Source: an optimization exercise on an open RTL-to-GDS flow (aim: small area and a short achievable clock period). Production flows keep margins and buffers that such runs may drop.
No run shown here included a check of the RTL's function; only the layout flow was run.
No activity file was given, so power comes from the tool's default toggle rates.

## flow/design.v (module list and top-level ports; edited modules follow where they fit)
// module krv_core: 66 lines
// module mul33_array: 2060 lines
// module mul_fa: 4 lines
// module mul_ha: 4 lines
// module core: 155 lines
// module npc_sel: 46 lines
// module core_body: 2237 lines
module krv_core (
	input  wire        clk,
	input  wire        rstn,
	input  wire        kplic_int,
	input  wire        core_timer_int,
	output wire        wfi,
	output wire        instr_itcm_access,
	output wire [31:0] instr_itcm_addr,
	input  wire [31:0] instr_itcm_read_data,
	input  wire        instr_itcm_read_data_valid,
	output wire        data_dtcm_access,
	input  wire        data_dtcm_ready,
	output wire        data_dtcm_rd0_wr1,
	output wire [3:0]  data_dtcm_byte_strobe,
	output wire [31:0] data_dtcm_write_data,
	output wire [31:0] data_dtcm_addr,
	input  wire [31:0] data_dtcm_read_data,
	input  wire        data_dtcm_read_data_valid,
	output wire        IAHB_access,
	output wire [31:0] IAHB_addr,
	input  wire [31:0] IAHB_read_data,
	input  wire        IAHB_read_data_valid,
	output wire        DAHB_access,
	output wire        DAHB_rd0_wr1,
	output wire [2:0]  DAHB_size,
	output wire [31:0] DAHB_write_data,
	output wire [31:0] DAHB_addr,
	input  wire        DAHB_trans_buffer_full,
	input  wire [31:0] DAHB_read_data,
	input  wire        DAHB_read_data_valid
);
  // ...
==> flow/flow/run.sh <==
#!/bin/bash
# Layout flow: the standard ORFS flow, with the timing repair steps asked
# to keep a larger setup margin (so they keep improving paths that already
# meet the clock) and plain buffers on the ports.  Every tool's output goes
# to standard.log in this folder.
set -euo pipefail
bash standard.sh SETUP_SLACK_MARGIN=13.5 "BUFFER_PORTS_ARGS=-buffer_cell sky130_fd_sc_hd__buf_2" finish > standard.log 2>&1
==> flow/standard.sh <==
#!/bin/bash
# synth_recipe.tcl (not shown) runs the flow's synth.tcl, then flattens the netlist and writes it again
# the make line also repeats each setting of config.mk as NAME=value (left out here)
make -C /OpenROAD-flow-scripts/flow DESIGN_CONFIG=/design/flow/config.mk WORK_HOME=/design/flow/orfs CLKGATE_MAP_FILE= SYNTH_SCRIPT=/design/flow/synth_recipe.tcl "${@:-finish}"
==> flow/config.mk <==
export PLATFORM = sky130hd
export DESIGN_NAME = krv_core
export DESIGN_NICKNAME = krv_core
export VERILOG_FILES = /design/flow/design.v
export SDC_FILE = /design/flow/constraint.sdc
export NUM_CORES = 8
export LEC_CHECK = 0
export CAP_MARGIN = 35
export CORE_MARGIN = 2
export CORE_UTILIZATION = 32
export PLACE_DENSITY = 0.55
export SLEW_MARGIN = 35
export SYNTH_HIERARCHICAL = 1
==> flow/constraint.sdc <==
create_clock -name core_clock -period 25.0 [get_ports {clk}]
set_input_delay 5.0000 -clock core_clock [delete_from_list [all_inputs] [get_ports {clk}]]
set_output_delay 5.0000 -clock core_clock [all_outputs]
set_load 0.01 [all_outputs]
==> flow_metrics.env, run 1 <==
export IMPL_status="timing/DRC/antenna clean"
export IMPL_grtUsageMet2_pct=47.6
export IMPL_path_class="reg -> out"
export IMPL_top_layer="met5"
export IMPL_pg_comb_uw=76.2
export IMPL_powerClk_mw=3.06
export IMPL_area_delta_synth_final_pct=12.5
export IMPL_clockBufferCount=234
export IMPL_rsz0062_at_grt="true"
export IMPL_grt_pass1_vias=118000
export IMPL_finalWeightedCongestion=1.06
export IMPL_max_cap_violations=0
export IMPL_p_per_area_nw_per_um2=41.6
export IMPL_buf_share_pct=4.31
export IMPL_htree_levels=4
export IMPL_slew_headroom_pct=22.2
export IMPL_pre_cts_ws_ns=11.79
export IMPL_worst_path_buf_inv=5
export IMPL_clk_pin_slew_ns=0.06
export IMPL_largest_register_ffs=992
export IMPL_cts_sinks=1725
export IMPL_fin_worst_skew_ns=0.136
export IMPL_p_sw_mw=1.37
export IMPL_clk_share_pct=4.37
export IMPL_antenna_found_initial=50
export IMPL_p_comb_share_pct=1.2
export IMPL_cts_made_buffers=190
export IMPL_crit_path_start_kind="flip-flop"
==> module core, before the edit <==
module core (
	input  wire cpu_clk,						 
	input  wire cpu_rstn,						 
	input  wire [32 - 1 : 0] boot_addr,			 
	input  wire pg_resetn,						 
	output wire wfi,						 
	input  wire kplic_int,						 
	input wire core_timer_int,					 
	output wire instr_itcm_access,
	output wire [32 - 1 : 0] instr_itcm_addr,
	input  wire [32 - 1 : 0] instr_itcm_read_data,
	input  wire instr_itcm_read_data_valid,
	input  wire itcm_auto_load,					 
	output wire data_dtcm_access,
	input  wire data_dtcm_ready,
	output wire data_dtcm_rd0_wr1,
	output wire [3:0] data_dtcm_byte_strobe,
	output wire [32 - 1 : 0]  data_dtcm_write_data,
	output wire [32 - 1 : 0] data_dtcm_addr,
	input  wire [32 - 1 : 0] data_dtcm_read_data,
	input  wire data_dtcm_read_data_valid,
	output wire IAHB_access,
	output wire [32 - 1 : 0] IAHB_addr,
	input  wire [32 - 1 : 0] IAHB_read_data,
	input  wire IAHB_read_data_valid,
	output wire DAHB_access,
	output wire DAHB_rd0_wr1,
	output wire [2:0] DAHB_size,
	output wire [32 - 1 : 0]  DAHB_write_data,
	output wire [32 - 1 : 0] DAHB_addr,
	input  wire DAHB_trans_buffer_full,
	input  wire [32 - 1 : 0] DAHB_read_data,
	input  wire DAHB_read_data_valid
);
wire [32 - 1 : 0] move_target;
wire z_move;
wire z_pc;
wire early_jump;
wire mret_raw;
wire jal_raw;
wire fence_dec;
wire dec_stall_v0;
wire dec_stall_v1;
wire ex_stall;
wire load_mem;
wire store_mem;
wire addr_dtcm;
wire addr_dtcm_r;
wire daddr_AHB_r;
wire addr_itcm_r;
wire iaddr_AHB_r;
wire [32 - 1 : 0] pc;
wire mem_wb_data_valid;
wire instr_read_data_valid;
wire dec_stall;
wire mem_ready;
wire ex_ready;
wire dec_ready;
wire [32 - 1 : 0] next_pc;
wire next_pc_itcm;
core_body u_body (
.cpu_clk		(cpu_clk),
.cpu_rstn		(cpu_rstn),
.boot_addr		(boot_addr),
.pg_resetn		(pg_resetn),
.wfi		(wfi),
.kplic_int		(kplic_int),
.core_timer_int		(core_timer_int),
.instr_itcm_access		(instr_itcm_access),
.instr_itcm_addr		(instr_itcm_addr),
.instr_itcm_read_data		(instr_itcm_read_data),
.instr_itcm_read_data_valid		(instr_itcm_read_data_valid),
.itcm_auto_load		(itcm_auto_load),
.data_dtcm_access		(data_dtcm_access),
.data_dtcm_ready		(data_dtcm_ready),
.data_dtcm_rd0_wr1		(data_dtcm_rd0_wr1),
.data_dtcm_byte_strobe		(data_dtcm_byte_strobe),
.data_dtcm_write_data		(data_dtcm_write_data),
.data_dtcm_addr		(data_dtcm_addr),
.data_dtcm_read_data		(data_dtcm_read_data),
.data_dtcm_read_data_valid		(data_dtcm_read_data_valid),
.IAHB_access		(IAHB_access),
.IAHB_addr		(IAHB_addr),
.IAHB_read_data		(IAHB_read_data),
.IAHB_read_data_valid		(IAHB_read_data_valid),
.DAHB_access		(DAHB_access),
.DAHB_rd0_wr1		(DAHB_rd0_wr1),
.DAHB_size		(DAHB_size),
.DAHB_write_data		(DAHB_write_data),
.DAHB_addr		(DAHB_addr),
.DAHB_trans_buffer_full		(DAHB_trans_buffer_full),
.DAHB_read_data		(DAHB_read_data),
.DAHB_read_data_valid		(DAHB_read_data_valid),
.move_target		(move_target),
.z_move		(z_move),
.z_pc		(z_pc),
.early_jump		(early_jump),
.mret_raw		(mret_raw),
.jal_raw		(jal_raw),
.fence_dec		(fence_dec),
.dec_stall_v0		(dec_stall_v0),
.dec_stall_v1		(dec_stall_v1),
.ex_stall		(ex_stall),
.load_mem		(load_mem),
.store_mem		(store_mem),
.addr_dtcm		(addr_dtcm),
.addr_dtcm_r		(addr_dtcm_r),
.daddr_AHB_r		(daddr_AHB_r),
.addr_itcm_r		(addr_itcm_r),
.iaddr_AHB_r		(iaddr_AHB_r),
.pc		(pc),
.mem_wb_data_valid		(mem_wb_data_valid),
.instr_read_data_valid		(instr_read_data_valid),
.dec_stall		(dec_stall),
.mem_ready		(mem_ready),
.ex_ready		(ex_ready),
.dec_ready		(dec_ready),
.next_pc		(next_pc),
.next_pc_itcm		(next_pc_itcm)
);
npc_sel u_npc_sel (
.move_target			(move_target),
.pc				(pc),
.z_move				(z_move),
.z_pc				(z_pc),
.early_jump			(early_jump),
.mret_raw			(mret_raw),
.jal_raw			(jal_raw),
.fence_dec			(fence_dec),
.stall_v0			(dec_stall_v0),
.stall_v1			(dec_stall_v1),
.ex_stall			(ex_stall),
.load_mem			(load_mem),
.store_mem			(store_mem),
.addr_dtcm			(addr_dtcm),
.addr_dtcm_r			(addr_dtcm_r),
.daddr_AHB_r			(daddr_AHB_r),
.addr_itcm_r			(addr_itcm_r),
.iaddr_AHB_r			(iaddr_AHB_r),
.data_dtcm_read_data_valid	(data_dtcm_read_data_valid),
.DAHB_read_data_valid		(DAHB_read_data_valid),
.data_dtcm_ready		(data_dtcm_ready),
.DAHB_trans_buffer_full		(DAHB_trans_buffer_full),
.instr_itcm_read_data_valid	(instr_itcm_read_data_valid),
.IAHB_read_data_valid		(IAHB_read_data_valid),
.mem_wb_data_valid		(mem_wb_data_valid),
.instr_read_data_valid		(instr_read_data_valid),
.dec_stall			(dec_stall),
.mem_ready			(mem_ready),
.ex_ready			(ex_ready),
.dec_ready			(dec_ready),
.next_pc			(next_pc),
.next_pc_itcm			(next_pc_itcm)
);
endmodule
==> module npc_sel, before the edit <==
module npc_sel (
input wire [32 - 1 : 0] move_target,
input wire [32 - 1 : 0] pc,
input wire z_move,
input wire z_pc,
input wire early_jump,
input wire mret_raw,
input wire jal_raw,
input wire fence_dec,
input wire stall_v0,				 
input wire stall_v1,				 
input wire ex_stall,
input wire load_mem,
input wire store_mem,
input wire addr_dtcm,
input wire addr_dtcm_r,
input wire daddr_AHB_r,
input wire addr_itcm_r,
input wire iaddr_AHB_r,
input wire data_dtcm_read_data_valid,
input wire DAHB_read_data_valid,
input wire data_dtcm_ready,
input wire DAHB_trans_buffer_full,
input wire instr_itcm_read_data_valid,
input wire IAHB_read_data_valid,
output wire mem_wb_data_valid,
output wire instr_read_data_valid,
output wire dec_stall,
output wire mem_ready,
output wire ex_ready,
output wire dec_ready,
output wire [32 - 1 : 0] next_pc,
output wire next_pc_itcm
);
assign mem_wb_data_valid = (addr_dtcm_r & data_dtcm_read_data_valid) | (daddr_AHB_r & DAHB_read_data_valid);
assign instr_read_data_valid = (addr_itcm_r & instr_itcm_read_data_valid) | (iaddr_AHB_r & IAHB_read_data_valid);
assign dec_stall = mem_wb_data_valid ? stall_v1 : stall_v0;
wire store_stall = store_mem & (addr_dtcm ? ~data_dtcm_ready : DAHB_trans_buffer_full);
assign mem_ready = ~(load_mem & ~mem_wb_data_valid) & ~store_stall;
assign ex_ready = ~ex_stall & mem_ready;
assign dec_ready = ~dec_stall & ex_ready;
wire normal = ~jal_raw & ~mret_raw & ~fence_dec;
wire move = early_jump | mret_raw | (jal_raw & ~dec_stall) | (normal & dec_ready & instr_read_data_valid);
assign next_pc = move ? move_target : pc;
assign next_pc_itcm = move ? z_move : z_pc;
endmodule
==> inputs of run 2 (changes only) <==
--- a/flow/design.v
+++ b/flow/design.v
@@ -2188,16 +2188,17 @@
 wire mem_wb_data_valid;
 wire instr_read_data_valid;
 wire dec_stall;
 wire mem_ready;
 wire ex_ready;
 wire dec_ready;
 wire [32 - 1 : 0] next_pc;
 wire next_pc_itcm;
+wire move_e, move_a1, move_a0, move_b1, move_b0;
 core_body u_body (
 .cpu_clk		(cpu_clk),
 .cpu_rstn		(cpu_rstn),
 .boot_addr		(boot_addr),
 .pg_resetn		(pg_resetn),
 .wfi		(wfi),
 .kplic_int		(kplic_int),
 .core_timer_int		(core_timer_int),
@@ -2246,27 +2247,33 @@
 .pc		(pc),
 .mem_wb_data_valid		(mem_wb_data_valid),
 .instr_read_data_valid		(instr_read_data_valid),
 .dec_stall		(dec_stall),
 .mem_ready		(mem_ready),
 .ex_ready		(ex_ready),
 .dec_ready		(dec_ready),
 .next_pc		(next_pc),
-.next_pc_itcm		(next_pc_itcm)
+.next_pc_itcm		(next_pc_itcm),
+.move_e		(move_e),
+.move_a1		(move_a1),
+.move_a0		(move_a0),
+.move_b1		(move_b1),
+.move_b0		(move_b0)
 );
 npc_sel u_npc_sel (
 .move_target			(move_target),
 .pc				(pc),
 .z_move				(z_move),
 .z_pc				(z_pc),
-.early_jump			(early_jump),
-.mret_raw			(mret_raw),
-.jal_raw			(jal_raw),
-.fence_dec			(fence_dec),
+.move_e			(move_e),
+.move_a1			(move_a1),
+.move_a0			(move_a0),
+.move_b1			(move_b1),
+.move_b0			(move_b0),
 .stall_v0			(dec_stall_v0),
 .stall_v1			(dec_stall_v1),
 .ex_stall			(ex_stall),
 .load_mem			(load_mem),
 .store_mem			(store_mem),
 .addr_dtcm			(addr_dtcm),
 .addr_dtcm_r			(addr_dtcm_r),
 .daddr_AHB_r			(daddr_AHB_r),
@@ -2288,20 +2295,21 @@
 .next_pc_itcm			(next_pc_itcm)
 );
 endmodule
 module npc_sel (
 input wire [32 - 1 : 0] move_target,
 input wire [32 - 1 : 0] pc,
 input wire z_move,
 input wire z_pc,
-input wire early_jump,
-input wire mret_raw,
-input wire jal_raw,
-input wire fence_dec,
+input wire move_e,				 
+input wire move_a1,				 
+input wire move_a0,				 
+input wire move_b1,				 
+input wire move_b0,				 
 input wire stall_v0,				 
 input wire stall_v1,				 
 input wire ex_stall,
 input wire load_mem,
 input wire store_mem,
 input wire addr_dtcm,
 input wire addr_dtcm_r,
 input wire daddr_AHB_r,
@@ -2319,23 +2327,23 @@
 output wire mem_ready,
 output wire ex_ready,
 output wire dec_ready,
 output wire [32 - 1 : 0] next_pc,
 output wire next_pc_itcm
 );
 assign mem_wb_data_valid = (addr_dtcm_r & data_dtcm_read_data_valid) | (daddr_AHB_r & DAHB_read_data_valid);
 assign instr_read_data_valid = (addr_itcm_r & instr_itcm_read_data_valid) | (iaddr_AHB_r & IAHB_read_data_valid);
-assign dec_stall = mem_wb_data_valid ? stall_v1 : stall_v0;
 wire store_stall = store_mem & (addr_dtcm ? ~data_dtcm_ready : DAHB_trans_buffer_full);
+assign dec_stall = mem_wb_data_valid ? stall_v1 : stall_v0;
 assign mem_ready = ~(load_mem & ~mem_wb_data_valid) & ~store_stall;
 assign ex_ready = ~ex_stall & mem_ready;
 assign dec_ready = ~dec_stall & ex_ready;
-wire normal = ~jal_raw & ~mret_raw & ~fence_dec;
-wire move = early_jump | mret_raw | (jal_raw & ~dec_stall) | (normal & dec_ready & instr_read_data_valid);
+wire move = move_e | (mem_wb_data_valid ? move_a1 : move_a0) |
+	    (instr_read_data_valid & ~store_stall & (mem_wb_data_valid ? move_b1 : move_b0));
 assign next_pc = move ? move_target : pc;
 assign next_pc_itcm = move ? z_move : z_pc;
 endmodule
 module core_body (
 	input  wire cpu_clk,						 
 	input  wire cpu_rstn,						 
 	input  wire [32 - 1 : 0] boot_addr,			 
 	input  wire pg_resetn,						 
@@ -2387,18 +2395,29 @@
 	output wire [32 - 1 : 0] pc,
 	input  wire mem_wb_data_valid,
 	input  wire instr_read_data_valid,
 	input  wire dec_stall,
 	input  wire mem_ready,
 	input  wire ex_ready,
 	input  wire dec_ready,
 	input  wire [32 - 1 : 0] next_pc,
-	input  wire next_pc_itcm
+	input  wire next_pc_itcm,
+	output wire move_e,
+	output wire move_a1,
+	output wire move_a0,
+	output wire move_b1,
+	output wire move_b0
 );
+wire move_normal = ~jal_raw & ~mret_raw & ~fence_dec;
+assign move_e  = early_jump | mret_raw;
+assign move_a1 = jal_raw & ~dec_stall_v1;
+assign move_a0 = jal_raw & ~dec_stall_v0;
+assign move_b1 = move_normal & ~dec_stall_v1 & ~ex_stall;
+assign move_b0 = move_normal & ~dec_stall_v0 & ~ex_stall & ~load_mem;
 wire 					jalr_ex;
 wire [32 - 1 : 0] 		pc_dec;
 wire [5:0] 			rd_ex;
 wire [32 - 1 : 0]  		src_data1_ex;
 wire [32 - 1 : 0]  		src_data2_ex;
 wire [32 - 1 : 0] 		imm_ex;
 wire [32 - 1 : 0] 		imm_dec;
 wire alu_add_ex, alu_sub_ex, alu_com_ex, alu_ucom_ex, alu_and_ex, alu_or_ex, alu_xor_ex;
@@ -2448,16 +2467,18 @@
 wire [32 - 1 : 0] 		mtval;
 wire [32 - 1 : 0] 		mcsr_write_data;
 wire [32 - 1 : 0] 		mcsr_read_data;
 wire 					dtcm_en;
 wire [32 - 1 : 0] 		dtcm_start_addr;
 wire 					pc_misaligned;
 wire 					load_x0;
 wire [6:0] 				pd_dec;
+wire [32 - 1 : 0]  		mul_src1_ex;
+wire [32 - 1 : 0]  		mul_src2_ex;
 wire 					vector_in_itcm;
 wire 					trap;
 wire 					exception_met;
 wire 					ecall;
 wire 					instr_illegal;
 wire 					ebreak;
 wire  [32 - 1 : 0] 		vector_addr;
 wire 					mret;
@@ -2710,16 +2731,20 @@
 wire  u_dec__ex_ready = ex_ready;
 wire [32 - 1 : 0] u_dec__alu_result_ex = alu_result_ex;
 reg  u_dec__only_src2_used_ex;
 assign only_src2_used_ex = u_dec__only_src2_used_ex;
 reg [32 - 1 : 0] u_dec__src_data1_ex;
 assign src_data1_ex = u_dec__src_data1_ex;
 reg [32 - 1 : 0] u_dec__src_data2_ex;
 assign src_data2_ex = u_dec__src_data2_ex;
+reg [32 - 1 : 0] u_dec__mul_src1_ex;
+assign mul_src1_ex = u_dec__mul_src1_ex;
+reg [32 - 1 : 0] u_dec__mul_src2_ex;
+assign mul_src2_ex = u_dec__mul_src2_ex;
 reg  u_dec__alu_add_ex;
 assign alu_add_ex = u_dec__alu_add_ex;
 reg  u_dec__alu_sub_ex;
 assign alu_sub_ex = u_dec__alu_sub_ex;
 reg  u_dec__alu_com_ex;
 assign alu_com_ex = u_dec__alu_com_ex;
 reg  u_dec__alu_ucom_ex;
 assign alu_ucom_ex = u_dec__alu_ucom_ex;
@@ -3034,16 +3059,25 @@
 begin
 	if (!u_dec__flush_dec && u_dec__ex_ready)
 	begin
 		u_dec__src_data1_ex <= u_dec__src_data1_dec;
 		u_dec__src_data2_ex <= u_dec__src_data2_dec;
 		u_dec__store_data_ex <= u_dec__gprs_data2_mux;
 	end
 end
+wire u_dec__alu_mul_any_dec = u_dec__alu_mul_dec | u_dec__alu_mulh_dec | u_dec__alu_mulhsu_dec | u_dec__alu_mulhu_dec;
+always @ (posedge u_dec__cpu_clk)
+begin
+	if (!u_dec__flush_dec && u_dec__ex_ready && u_dec__alu_mul_any_dec)
+	begin
+		u_dec__mul_src1_ex <= u_dec__src_data1_dec;
+		u_dec__mul_src2_ex <= u_dec__src_data2_dec;
+	end
+end
 always @ (posedge u_dec__cpu_clk or negedge u_dec__cpu_rstn)
 begin
 	if (!u_dec__cpu_rstn)
 	begin
 		u_dec__alu_add_ex <= 1'b0;
 		u_dec__alu_sub_ex <= 1'b0;
 		u_dec__alu_com_ex <= 1'b0;
 		u_dec__alu_ucom_ex <= 1'b0;
@@ -3397,16 +3431,18 @@
 wire  u_alu__cpu_clk = cpu_clk;
 wire  u_alu__cpu_rstn = comb_rstn;
 wire  u_alu__dec_valid = dec_valid;
 wire  u_alu__ex_ready = ex_ready;
 wire  u_alu__ex_stall;
 assign ex_stall = u_alu__ex_stall;
 wire [32 - 1 : 0] u_alu__src_data1_ex = src_data1_ex;
 wire [32 - 1 : 0] u_alu__src_data2_ex = src_data2_ex;
+wire [32 - 1 : 0] u_alu__mul_src1_ex = mul_src1_ex;
+wire [32 - 1 : 0] u_alu__mul_src2_ex = mul_src2_ex;
 wire  u_alu__only_src2_used_ex = only_src2_used_ex;
 wire  u_alu__alu_add_ex = alu_add_ex;
 wire  u_alu__alu_sub_ex = alu_sub_ex;
 wire  u_alu__alu_com_ex = alu_com_ex;
 wire  u_alu__alu_ucom_ex = alu_ucom_ex;
 wire  u_alu__alu_and_ex = alu_and_ex;
 wire  u_alu__alu_or_ex = alu_or_ex;
 wire  u_alu__alu_xor_ex = alu_xor_ex;
@@ -3485,22 +3521,22 @@
 wire [31:0] u_alu__sh_out_rev;
 generate
 	for (u_alu__gi = 0; u_alu__gi < 32; u_alu__gi = u_alu__gi + 1)
 	begin : u_alu__REV_OUT
 		assign u_alu__sh_out_rev[u_alu__gi] = u_alu__sh_out[31 - u_alu__gi];
 	end
 endgenerate
 wire [31:0] u_alu__shift_result = ({32{u_alu__alu_sll_ex}} & u_alu__sh_out_rev) | ({32{u_alu__alu_srl_ex | u_alu__alu_sra_ex}} & u_alu__sh_out);
-wire u_alu__mul_a_s = (u_alu__alu_mulh_ex | u_alu__alu_mulhsu_ex) & u_alu__s1[31];
-wire u_alu__mul_b_s = u_alu__alu_mulh_ex & u_alu__s2[31];
+wire u_alu__mul_a_s = (u_alu__alu_mulh_ex | u_alu__alu_mulhsu_ex) & u_alu__mul_src1_ex[31];
+wire u_alu__mul_b_s = u_alu__alu_mulh_ex & u_alu__mul_src2_ex[31];
 wire [63:0] u_alu__mul_p;
 mul33_array u_mul (
-.a	(u_alu__s1),
-.b	(u_alu__s2),
+.a	(u_alu__mul_src1_ex),
+.b	(u_alu__mul_src2_ex),
 .a_s	(u_alu__mul_a_s),
 .b_s	(u_alu__mul_b_s),
 .p	(u_alu__mul_p)
 );
 wire u_alu__mul_hi = u_alu__alu_mulh_ex | u_alu__alu_mulhsu_ex | u_alu__alu_mulhu_ex;
 wire [31:0] u_alu__mul_result = ({32{u_alu__alu_mul_ex}} & u_alu__mul_p[31:0]) | ({32{u_alu__mul_hi}} & u_alu__mul_p[63:32]);
 wire u_alu__div_start = u_alu__alu_div_ex | u_alu__alu_divu_ex | u_alu__alu_rem_ex | u_alu__alu_remu_ex;
 wire u_alu__div_signed = u_alu__alu_div_ex | u_alu__alu_rem_ex;
@@ -3510,36 +3546,32 @@
 wire  u_alu__u_div_u__cpu_clk = u_alu__cpu_clk;
 wire  u_alu__u_div_u__cpu_rstn = u_alu__cpu_rstn;
 wire  u_alu__u_div_u__start = u_alu__div_start;
 wire  u_alu__u_div_u__signed_op = u_alu__div_signed;
 wire  u_alu__u_div_u__done;
 assign u_alu__div_done = u_alu__u_div_u__done;
 wire [32 - 1 : 0] u_alu__u_div_u__src1 = u_alu__s1;
 wire [32 - 1 : 0] u_alu__u_div_u__src2 = u_alu__s2;
-wire [32 - 1 : 0] u_alu__u_div_u__src_sum = u_alu__sum33[31:0];
 wire [32 - 1 : 0] u_alu__u_div_u__rem_result;
 assign u_alu__rem_result = u_alu__u_div_u__rem_result;
 wire [32 - 1 : 0] u_alu__u_div_u__div_result;
 assign u_alu__div_result = u_alu__u_div_u__div_result;
 parameter u_alu__u_div_u__D_DATA_WIDTH = 32 * 2;
 reg [u_alu__u_div_u__D_DATA_WIDTH - 1 : 0] u_alu__u_div_u__hold_r;
 wire u_alu__u_div_u__neg1 = u_alu__u_div_u__signed_op & u_alu__u_div_u__src1[31];
 wire u_alu__u_div_u__neg2 = u_alu__u_div_u__signed_op & u_alu__u_div_u__src2[31];
 wire [32 - 1 : 0] u_alu__u_div_u__div_src_data1 = u_alu__u_div_u__neg1 ? (~u_alu__u_div_u__src1 + 32'h1) : u_alu__u_div_u__src1;
 wire [32 - 1 : 0] u_alu__u_div_u__div_src_data2 = u_alu__u_div_u__neg2 ? (~u_alu__u_div_u__src2 + 32'h1) : u_alu__u_div_u__src2;
-wire [32:0] u_alu__u_div_u__lt_diff = {1'b0, u_alu__u_div_u__src1} - {1'b0, u_alu__u_div_u__src2};
-wire u_alu__u_div_u__raw_lt = u_alu__u_div_u__lt_diff[32];
-wire u_alu__u_div_u__raw_eq = (u_alu__u_div_u__src1 == u_alu__u_div_u__src2);
-wire u_alu__u_div_u__raw_gt = ~u_alu__u_div_u__raw_lt & ~u_alu__u_div_u__raw_eq;
-wire [31:0] u_alu__u_div_u__lt_sum = u_alu__u_div_u__src_sum;
 wire [31:0] u_alu__u_div_u__sum0_req = {u_alu__u_div_u__src1[30:0] | u_alu__u_div_u__src2[30:0], 1'b0};
 wire u_alu__u_div_u__sum_is0 = &(~(u_alu__u_div_u__src1 ^ u_alu__u_div_u__src2 ^ u_alu__u_div_u__sum0_req));
-wire u_alu__u_div_u__data1ltdata2 = (u_alu__u_div_u__neg1 == u_alu__u_div_u__neg2) ? (u_alu__u_div_u__neg1 ? u_alu__u_div_u__raw_gt : u_alu__u_div_u__raw_lt) :
-		    (u_alu__u_div_u__neg1 ? (~u_alu__u_div_u__lt_sum[31] & ~u_alu__u_div_u__sum_is0) : u_alu__u_div_u__lt_sum[31]);
+wire [31:0] u_alu__u_div_u__cmp_p = u_alu__u_div_u__neg2 ? (u_alu__u_div_u__src2 ^ {32{~u_alu__u_div_u__neg1}}) : (u_alu__u_div_u__src1 ^ {32{u_alu__u_div_u__neg1}});
+wire [31:0] u_alu__u_div_u__cmp_q = u_alu__u_div_u__neg2 ? u_alu__u_div_u__src1 : u_alu__u_div_u__src2;
+wire u_alu__u_div_u__cmp_l = u_alu__u_div_u__cmp_p < u_alu__u_div_u__cmp_q;
+wire u_alu__u_div_u__data1ltdata2 = (~u_alu__u_div_u__neg1 & u_alu__u_div_u__neg2) ? ~u_alu__u_div_u__cmp_l : ((u_alu__u_div_u__neg1 & ~u_alu__u_div_u__neg2) ? (u_alu__u_div_u__cmp_l & ~u_alu__u_div_u__sum_is0) : u_alu__u_div_u__cmp_l);
 wire u_alu__u_div_u__data2equ0 = ~(|u_alu__u_div_u__src2);
 wire u_alu__u_div_u__data2equ1 = (u_alu__u_div_u__src2 == 32'h1) | (u_alu__u_div_u__signed_op & (&u_alu__u_div_u__src2));
 wire u_alu__u_div_u__single_cycle_div =  u_alu__u_div_u__data1ltdata2 | u_alu__u_div_u__data2equ1 | u_alu__u_div_u__data2equ0;
 reg u_alu__u_div_u__start_r;
 always @ (posedge u_alu__u_div_u__cpu_clk or negedge u_alu__u_div_u__cpu_rstn)
 begin
 	if(!u_alu__u_div_u__cpu_rstn)
 	begin
==> flow_metrics.env, run 2 <==
export IMPL_fin_worst_skew_ns=0.147
export IMPL_cp_slowest_stage_delay_ns=0.35
export IMPL_grtUsageMet2_pct=48.2
export IMPL_cts_made_buffers=205
export IMPL_worst_ep_arrival_time_ns=6.66
export IMPL_top_register="u_core.u_body.u_dec__u_gprs__gpr_q"
export IMPL_max_cap_violations=0
export IMPL_irDropWorstVdd_mv=0.0612
export IMPL_antenna_left=0
export IMPL_drt_total_wl_um=738000
export IMPL_area_delta_synth_final_pct=12.9
export IMPL_syn_inst=13400
export IMPL_dr_first_iter_drc_count=22600
export IMPL_end_kind="output pin"
export IMPL_worstMarginPinSlew_ns=1.10
export IMPL_crit_chain="buf_16, a22oi_4, buf_12, mux2i_4, o22ai_4, buf_12, buf_12, mux2_4, buf_6"
export IMPL_vias=126000
export IMPL_ys_warn_count=8
export IMPL_final_common_cell="nand2_1"
export IMPL_viasPerCell=6.56
export IMPL_clk_pin_slew_ns=0.05
export IMPL_nets=14900
export IMPL_port_buffers=306
export IMPL_reg_top3="u_core.u_body.u_dec__u_gprs__gpr_q (992), u_core.u_body.u_alu__u_div_u__hold_r (64)"
export IMPL_synth_area_um2=135000
export IMPL_die_h_um=655
export IMPL_slew_headroom_pct=26.7
export IMPL_fmax_ghz=0.0858
export IMPL_cts_sinks=1789
export IMPL_die_w_um=655
export IMPL_critical_path_slowest_cell="mux2_4"
export IMPL_finalNonFillerCells=19200
export IMPL_hp_class="reg -> reg"
export IMPL_post_route_period_util_pct=46.6
export IMPL_overflow=0
export IMPL_period_needed_ns=11.66
export IMPL_clockBufferDepth=4
export IMPL_crit_top_cell="buf_12"
export IMPL_htree_levels=4
export IMPL_insertion_delay_ns=1.00
export IMPL_final_cell_mix="nand2_1, edfxtp_1, fa_1, nor2_1, a21oi_1"
export IMPL_finalMaxSlewViolations=0
export IMPL_setup_tns_ns=0
export IMPL_grt_first_pass_wirelength_um=996000
export IMPL_finalWeightedCongestion=1.06
export IMPL_antenna_found_initial=69
export IMPL_pre_cts_ws_ns=11.87
export IMPL_grt_busiest_layer="met2"
export IMPL_dp_cells=18700
export IMPL_cts_root_buf="clkbuf_16"
export IMPL_p_per_area_nw_per_um2=43.9
export IMPL_setup_slack_ns=13.34
export IMPL_cts_tree="built"
export IMPL_setup_violations=0
export IMPL_worstSetupStartpoint="data_dtcm_read_data_valid"
export IMPL_grt_max_degree=115
export IMPL_rsz0062_at_grt="true"
export IMPL_core_um2=421000
export IMPL_critPathRequiredTime_ns=20.00
export IMPL_start_util_pct=32.2
export IMPL_finalHoldViolations=0
export IMPL_crit_fanout=8
export IMPL_status="timing/DRC/antenna clean"
export IMPL_dieArea_um2=429000
export IMPL_crit_path_start_kind="input port"
export IMPL_critPathTopFamily="buffers and inverters"
export IMPL_io_pins=344
export IMPL_path_class="in -> out"
export IMPL_cts_hold_buf=0
export IMPL_grt_pass1_vias=119000
export IMPL_r2r_start="u_core.u_body.u_dec__mul_src1_ex[22]"
export IMPL_grt_usage_pct=33.2
export IMPL_use_met3_pct=11.8
export IMPL_largest_register_ffs=992
export IMPL_synth_area_per_cell_um2=10.1
export IMPL_p_leak_nw=57.1
export IMPL_dpl_hpwl_um=498000
export IMPL_drive_gt1_share_pct=13.5
export IMPL_worst_path_buf_inv=5
export IMPL_drc=0
export IMPL_drt_pass1_iter_count=14
export IMPL_worstHoldStart="u_core.u_body.u_trap_ctrl__kplic_int_sync1"
export IMPL_nFillCells=42000
export IMPL_placementRows=238
export IMPL_wl_per_cell_um=38.4
export IMPL_gr_usage_met1_pct=40.2
==> run 2: worst register-to-register path, stage by stage, from the launching register on <==
cell and delay (ns):
edfxtp_1 0.57, buf_6 0.26, buf_4 0.45, nand2_1 0.15, fa_1 0.52, fa_1 0.53, fa_1 0.45, fa_1 0.64
fa_1 0.47, fa_1 0.58, fa_1 0.61, fa_1 0.46, ha_1 0.42, nand2_1 0.10, nor3_1 0.56, a41oi_2 0.33
o21ai_1 0.35, xnor2_1 0.22, a221oi_1 0.29, o21ai_0 0.38, a21oi_1 0.25, a32oi_1 0.11, buf_4 0.23, o21ai_0 0.76
inv_1 0.52, a21oi_1 0.67, nand2_1 0.13, a31oi_1 0.19
==> run 2: final timing paths <==
path	endpoint	slack (ns)	depth (start not counted)
setup / recovery	instr_itcm_addr[4]	13.34	9
hold / removal	u_core.u_body.u_trap_ctrl__kplic_int_sync2	0.35	0
setup reg to reg	u_core.u_body.u_trap_ctrl__mtval[11]	13.75	27
hold reg to reg	u_core.u_body.u_trap_ctrl__kplic_int_sync2	0.35	0
max in group asynchronous	u_core.u_body.u_dec__rd_ex[5]	18.66	5
min in group asynchronous	u_core.u_body.u_fetch__pc[16]	3.97	1
==> run 2: power by group <==
part | switching [mW] | internal [mW]
sequential | 0.0287 | 3.16
combinational | 0.194 | 0.104
clock | 1.41 | 1.81
total | 1.63 | 5.08
==> run 2: what timing repair did <==
| action | 4_1_cts | 5_1_grt |
|---|---|---|
| gates cloned | 6 | 5 |
| endpoints found under the setup margin | 15 | 16 |
| pin swaps | 7 | 16 |
| gates resized for setup | 92 | 50 |
| buffers inserted | 25 | 31 |
==> run 2: final cells by class <==
class / count / area (µm²) / area share [%]
diodes: 51 / 128 / 0.0835
clock buffers: 251 / 5480 / 3.58
clock inverters: 130 / 1430 / 0.936
inverters: 369 / 1420 / 0.926
multi-input cells: 10100 / 79500 / 52.0
flip-flops and latches: 1789 / 51200 / 33.5
well taps: 5640 / 7060 / 4.62
repair buffers: 882 / 6670 / 4.36
==> run 2: layer usage <==
metal  vias to the layer above  share of wire [%]
met3                      2853                 13
met2                     10900                 42
li1                      49300                  -
met4                        54                9.6
met1                     62800                 35
met5                         -              0.079
==> run 2: metrics by stage <==
step	utilization, %	total power [mW]	hold slack (ns)	cell area, µm²
2_1_floorplan	-	3.41	0.331	136000
3_3_place_gp	34.1	3.52	0.334	144000
3_5_place_dp	34.2	3.52	0.339	144000
4_1_cts	36.1	6.70	0.349	152000
5_1_grt	36.3	6.83	0.355	153000
6_report	36.3	6.71	0.348	153000

what the ideal ports hide:
How much do the figures lean on ideal ports? The routed layouts below were timed once more, with nothing changed but the port constraints.
Step 1: set_driving_cell puts a clkbuf_16 on clk and a buf_2 on each other input, an assumption about the parent block.
Step 2 also shifts input and output timing later by t, the mid clock arrival at the registers, as if the neighbouring blocks saw the same clock.
Slacks: ideal ports / drivers / drivers and shift; pairs: ideal ports / drivers.
run	t, ns	slack for setup (ns)	worst setup path at the end
run 1	0.983	13.257 / 13.162 / 13.186	input to output
run 2	1.034	13.342 / 13.241 / 13.241	input to output
After both steps every run listed still meets setup and hold. The setup slack of run 2, which loses most, moves by -0.101 ns with the drivers and by -0.101 ns with both steps.
